From an optimization exercise on the open Yosys and OpenROAD flow, aimed at small area; shortcuts taken in it are not production practice.
In this exercise RTL edits were held to simulation tests only and were not proved equivalent to the original.
Power and IR drop assume default switching activity.

==> flow/design.v <==
module ping_pong(Ox,Oy,sysclk,rst,p1b1,p1b2,p2b1,p2b2,divclk,divclk2,divclk3,DA,D1,D2,Dt1,Dt2);
    input sysclk;
    input rst;
    input p1b1;
    input p1b2;
    input p2b1;
    input p2b2;
    output [7:0] Ox;
    output [7:0] Oy;
    output [6:0] DA;
    output D1, D2;
    output Dt1, Dt2;
    output divclk, divclk2, divclk3;
    assign Dt1 = 1'b1;
    assign Dt2 = 1'b1;
    reg [6:0] b;
    reg [3:0] k10;
    reg [2:0] k7;
    wire bz = (b == 7'd0);
    wire bw = (b == 7'd99);
    always @(posedge sysclk) begin
        if (rst) begin
            b <= 7'd0;
            k10 <= 4'd0;
            k7 <= 3'd0;
        end else begin
            b <= bw ? 7'd0 : b + 7'd1;
            if (bw) begin
                k10 <= (k10 == 4'd9) ? 4'd0 : k10 + 4'd1;
                k7 <= (k7 == 3'd6) ? 3'd0 : k7 + 3'd1;
            end
        end
    end
    assign divclk  = (k7 == 3'd0) ? !bz : (k7 == 3'd1 || k7 == 3'd2) ? 1'b1 :
                     (k7 == 3'd3) ? (b <= 7'd50) : 1'b0;
    assign divclk2 = (k10 == 4'd0) ? !bz : (k10 <= 4'd4) ? 1'b1 :
                     (k10 == 4'd5) ? bz : 1'b0;
    assign divclk3 = k10[0] ? bz : !bz;
    wire rise1 = bz && (k7 == 3'd0);
    wire rise2 = bz && (k10 == 4'd0);
    wire rise3 = bz && !k10[0];
    reg u, v, p;
    wire R = u & v;
    wire ball_on = (u == v);
    wire paddle_on1 = !u & v;
    wire paddle_on2 = u & !v;
    always @(posedge sysclk) begin
        if (rst) begin
            u <= 1'b1;
            v <= 1'b1;
            p <= 1'b0;
        end else if (rise3) begin
            u <= !u & v;
            v <= !u & !v;
            p <= !p;
        end
    end
    assign D1 = R | p;
    assign D2 = R | !p;
    reg [2:0] P1, P2;
    function [2:0] pnext;
        input [2:0] P;
        input bdn, bup;
        begin
            pnext = P;
            if (bdn && P != 3'd0) pnext = pnext - 3'd1;
            if (bup && pnext != 3'd5) pnext = pnext + 3'd1;
        end
    endfunction
    always @(posedge sysclk) begin
        if (rst) begin
            P1 <= 3'd0;
            P2 <= 3'd0;
        end else if (rise2) begin
            P1 <= pnext(P1, p1b1, p1b2);
            P2 <= pnext(P2, p2b1, p2b2);
        end
    end
    reg [2:0] X, Y;
    reg dl, dr, dy;
    reg [3:0] sc1, sc2;
    wire [2:0] d2 = X - P2;
    wire [2:0] d1 = X - P1;
    reg [2:0] nX, nY;
    reg ndl, ndr, ndy, inc1, inc2;
    always @(*) begin
        nX = X;
        nY = Y;
        ndl = dl;
        ndr = dr;
        ndy = dy;
        inc1 = 1'b0;
        inc2 = 1'b0;
        if (X == 3'd0 && dl) begin ndl = 1'b0; ndr = 1'b1; end
        if (X == 3'd7 && dr) begin ndl = 1'b1; ndr = 1'b0; end
        if (Y == 3'd0) begin
            ndy = 1'b1;
            if (d2 == 3'd0) begin ndl = 1'b1; ndr = 1'b0; end
            else if (d2 == 3'd1) begin ndl = 1'b0; ndr = 1'b0; end
            else if (d2 == 3'd2) begin ndl = 1'b0; ndr = 1'b1; end
            else begin nX = 3'd4; nY = 3'd4; ndl = 1'b0; ndr = 1'b0; inc1 = 1'b1; end
        end
        if (Y == 3'd7) begin
            ndy = 1'b0;
            if (d1 == 3'd0) begin ndl = 1'b1; ndr = 1'b0; end
            else if (d1 == 3'd1) begin ndl = 1'b0; ndr = 1'b0; end
            else if (d1 == 3'd2) begin ndl = 1'b0; ndr = 1'b1; end
            else begin nX = 3'd4; nY = 3'd4; ndl = 1'b0; ndr = 1'b0; inc2 = 1'b1; end
        end
        if (ndl) nX = nX - 3'd1;
        if (ndr) nX = nX + 3'd1;
        if (ndy) nY = nY + 3'd1; else nY = nY - 3'd1;
    end
    always @(posedge sysclk) begin
        if (rst) begin
            X <= 3'd4;
            Y <= 3'd4;
            dl <= 1'b0;
            dr <= 1'b1;
            dy <= 1'b1;
            sc1 <= 4'd0;
            sc2 <= 4'd0;
        end else if (rise1 && u) begin
            X <= nX;
            Y <= nY;
            dl <= ndl;
            dr <= ndr;
            dy <= ndy;
            if (inc1) sc1 <= sc1 + 4'd1;
            if (inc2) sc2 <= sc2 + 4'd1;
        end
    end
    wire [2:0] Pm = paddle_on1 ? P1 : P2;
    wire [2:0] Xm = ball_on ? X : Pm;
    reg [7:0] ox;
    integer i;
    always @(*) begin
        for (i = 0; i < 8; i = i + 1)
            ox[i] = ball_on ? (Xm == i) : ((i - Xm) >= 0 && (i - Xm) <= 2);
    end
    assign Ox = ox;
    assign Oy = ball_on ? ~(8'd1 << Y) : paddle_on1 ? 8'b01111111 : 8'b11111110;
    wire [3:0] sc = p ? sc1 : sc2;
    reg [6:0] seg;
    always @(*) begin
        case (sc)
            4'd0: seg = 7'b1000000;
            4'd1: seg = 7'b1111001;
            4'd2: seg = 7'b0100100;
            4'd3: seg = 7'b0110000;
            4'd4: seg = 7'b0011001;
            4'd5: seg = 7'b0010010;
            4'd6: seg = 7'b0000010;
            4'd7: seg = 7'b1111000;
            4'd9: seg = 7'b0010000;
            default: seg = 7'b0000000;
        endcase
    end
    assign DA = seg;
endmodule
==> flow/run.sh <==
#!/bin/bash
# synth_recipe.tcl (not shown) runs the flow's synth.tcl, then flattens the netlist and writes it again
# the make line also repeats each setting of config.mk as NAME=value (left out here)
make -C /OpenROAD-flow-scripts/flow DESIGN_CONFIG=/design/flow/config.mk WORK_HOME=/design/flow/orfs CLKGATE_MAP_FILE= SYNTH_SCRIPT=/design/flow/synth_recipe.tcl finish
==> flow/config.mk <==
export PLATFORM = sky130hd
export DESIGN_NAME = ping_pong
export DESIGN_NICKNAME = ping_pong
export VERILOG_FILES = /design/flow/design.v
export SDC_FILE = /design/flow/constraint.sdc
export NUM_CORES = 4
export LEC_CHECK = 0
export CAP_MARGIN = 20
export CORE_MARGIN = 2
export CORE_UTILIZATION = 40
export SLEW_MARGIN = 20
==> flow/constraint.sdc <==
create_clock -name core_clock -period 14.0 [get_ports {sysclk}]
set_input_delay 2.8000 -clock core_clock [delete_from_list [all_inputs] [get_ports {sysclk}]]
set_output_delay 2.8000 -clock core_clock [all_outputs]
set_load 0.01 [all_outputs]
==> run summary <==
## flip-flops by register name, indices dropped and copies added, names as in the netlist, 3 cells and up
name and count:
X 3, sc1 4, sc2 4, k7 3, k10 4, b 7, P1 3, Y 3
P2 3
## power breakdown
part           switching (W)  total (W)  leakage (nW)  internal (W)
clock network      0.0000387  0.0000726        0.0410     0.0000339
registers          0.0000220   0.000148         0.326      0.000125
logic               0.000131   0.000252          1.14      0.000121
## synth_stat cells (all sizes together) (2+ instances only)
library cell,n,area (µm²)
a21boi,2,15.0
a21bo,2,20.0
a21oi,20,100
o32ai,2,17.5
or2,2,12.5
xnor3,2,45.0
nand2,39,146
fa,3,60.1
inv,31,116
o41ai,2,17.5
mux2i,13,130
nor3b,4,30.0
a21o,4,30.0
nand2b,6,37.5
clkbuf,9,33.8
a211oi,7,57.6
and2,5,31.3
o211ai,5,37.5
and3,4,25.0
o21ai,21,105
nor2b,8,52.6
ha,33,413
or3,3,18.8
dfxtp,40,801
xnor2,10,87.6
xor2,10,87.6
nand4,6,37.5
mux2,5,56.3
nor3,12,70.1
buf,7,40.0
nor2,52,195
nand3,11,60.1
## metrics by stage
stage                util  std cells  cell area [µm²]  setup WS, ps  total power (W)
floorplan               -        397             3140          8650         0.000328
global placement    0.462        517             3540          7970         0.000397
detailed placement  0.462        517             3540          7910         0.000402
CTS                 0.473        524             3610          7550         0.000476
global route        0.473        524             3610          7270         0.000512
finish              0.473        524             3610          7560         0.000472
## kinds of logic after synthesis
logic type / Yosys count / synth area share
simple gates: 155 / 0.235
compound gates: 76 / 0.160
buf+inv: 47 / 0.0606
flops: 40 / 0.255
fa+ha+maj: 36 / 0.151
xor+xnor: 23 / 0.0781
mux: 18 / 0.0594
other cells: 1 / 0.00119
## path summary, 6_finish.rpt
path	startpoint	to	slack, ps	depth (start not counted)
min	b[0]	b[0]	470	1
max reg2reg	X[0]	X[1]	10680	12
max	u	Ox[0]	7560	10
min reg2reg	b[0]	b[0]	470	1
## routing by layer
layer	up-vias	wire, µm	global-route usage
met3	2	153	0.0244
met4	0	23	0.0299
met2	30	2960	0.263
met1	1217	3350	0.204
li1	1401	-	-
met5	-	0	0
## cells in the final DEF (no fill, tap or decap), drive strengths merged, types with 5 or more instances in the layout
| cell | instances |
|---|---|
| o211ai | 5 |
| mux2 | 5 |
| nand3 | 11 |
| nand2 | 39 |
| inv | 31 |
| a211oi | 7 |
| dfxtp | 40 |
| a21oi | 20 |
| clkdlybuf4s50 | 33 |
| o21ai | 21 |
| nand4 | 6 |
| xnor2 | 10 |
| nor3 | 12 |
| xor2 | 10 |
| ha | 33 |
| nor2 | 52 |
| nand2b | 6 |
| and2 | 5 |
| nor2b | 8 |
| mux2i | 13 |
| clkbuf | 6 |
## worst max-delay path: stages, from the launching register on
cell             delay (ps)
dfxtp_1                 370
inv_1                    90
ha_1                    690
nor2_1                   90
a21oi_1                 400
inv_1                   180
ha_1                    240
ha_1                    300
inv_1                    40
o41ai_1                 340
clkdlybuf4s50_1         590
## layout make-up
class | instances | area (µm²)
clock buffer | 6 | 72.6
clock inverter | 1 | 5.00
fill | 751 | 4030
inverter | 31 | 116
multi-input combinational | 310 | 2150
sequential | 40 | 801
tap | 102 | 128
timing repair buffer | 34 | 338
==> impl_results.md <==
* Mapped Avg Cell Area at between 7 and 8 µm²
* Number of global-route vias before repair at 2345
* TritonCTS clock tree: done
* Die height at between 90 and 100 µm
* Minimum clock period at 6440 ps
* Clock transition at path regs at 80 ps
* PD cells at 131 mW/mm²
* CP Max Fanout at 19
* Gp weighted congestion at around 0.8
* PostCTS Resize Cnt at 0
* Via density at 5.06
* Crit end category: output pin
* Mapped Area at around 0.0031 mm²
* Top FF cell, synth: dfxtp_1
* Post-CTS Setup Inserts at 0
* DRT antenna net count at 0
* Crit Path Class: register to output pin
* Layout Nets at 464
* Post-synthesis register bit count at 40
* Post-detailed-routing wire length at 6480 µm
* Die Area at approximately 0.0086 mm²
* Register area share after synthesis at 0.255
* Global Route Usage Sum at 0.153
* PortBufs at 33
* GRT overflow at 0
* Crit start category: register
* Synth-to-layout area growth at 15.1%
* H-tree levels at 2
* HPWL after detailed placement at slightly below 5000 µm
* Layout cells sized above 1 at 0.0545
* I/O pin cnt at 36
* Core Box Area at 0.00765 mm²
* Peak Freq at 0.155 GHz
* Clock Latency Late Sink at 290 ps
* Peak supply drop at 0.0000573 V
* Row cnt at 32
* Yosys Warn Count at 1
* Total of max-cap violations at 0
* Fin Hold WS at 467 ps
* Post-synth ARST share at 0
* Final Hold Viols at 0
* Largest net degree at the start of global routing at 32
* CP Data Arrival Time at approximately 3600 ps
* Netlist cell types at 54
* # setup viols final at 0
* First-pass GRT wire length at 10800 µm
* Die X at slightly above 90 µm
* TritonRoute pass-1 iters at 4
* Tcrit/Tclk final at 0.460
* Hold_buf cts at 0
* P_leak at 1.50 nW
* Hold Crit Class: register to register
* Cells after Synth at 396
* RSZ-0062 raised after global routing: no
* Initial antenna violation count at 0
* Post-synth EDFFs at 0
* Outcome: complete, no violations
* Maximum clock path buffer count at 2
* Cts bufs inserted at 5
* Routed via count at 2650
* Starting Density at 0.411
* Rel. slew slack at 0.585
* Clock skew after layout at approximately 9.5 ps
* Clock sinks at 40
* # diodes at 0
* Iteration-0 DRC Markers at 75
* Root buffer cell: clkbuf_8
* Post-route DRC at 0
* DR WL/cell at 12.4 µm
* TNS Setup at 0 ps
* Slew of the pin with the lowest slew margin at 622 ps
* WP data required at 11200 ps
* Slew Viols, Final at 0

==> re-timing with driven ports <==
The results above use ideal ports. As a check the final layout listed here was re-extracted and re-timed, cells and wires unchanged.
Step 1: set_driving_cell puts a clkbuf_16 on sysclk and a buf_2 on each other input, an assumption about the parent block.
Step 2, shift: input delay + t, output delay - t, t = (earliest + latest rising clock arrival at the registers) / 2. This alone moves slack from input paths to output paths.
Slacks: no drivers / after step 1 / after step 2; pairs: no drivers / after step 1.
shift t [ns]: 0.307
slack for setup (ns): 7.562 / 7.536 / 7.843
worst setup path after step 2: register to output
worst slew at a driven data input, ns: 0.03
pins driven straight from the clock port: 1
After both steps this run still meets setup and hold. The setup slack of this run moves by -0.026 ns with the drivers and by +0.281 ns with both steps.
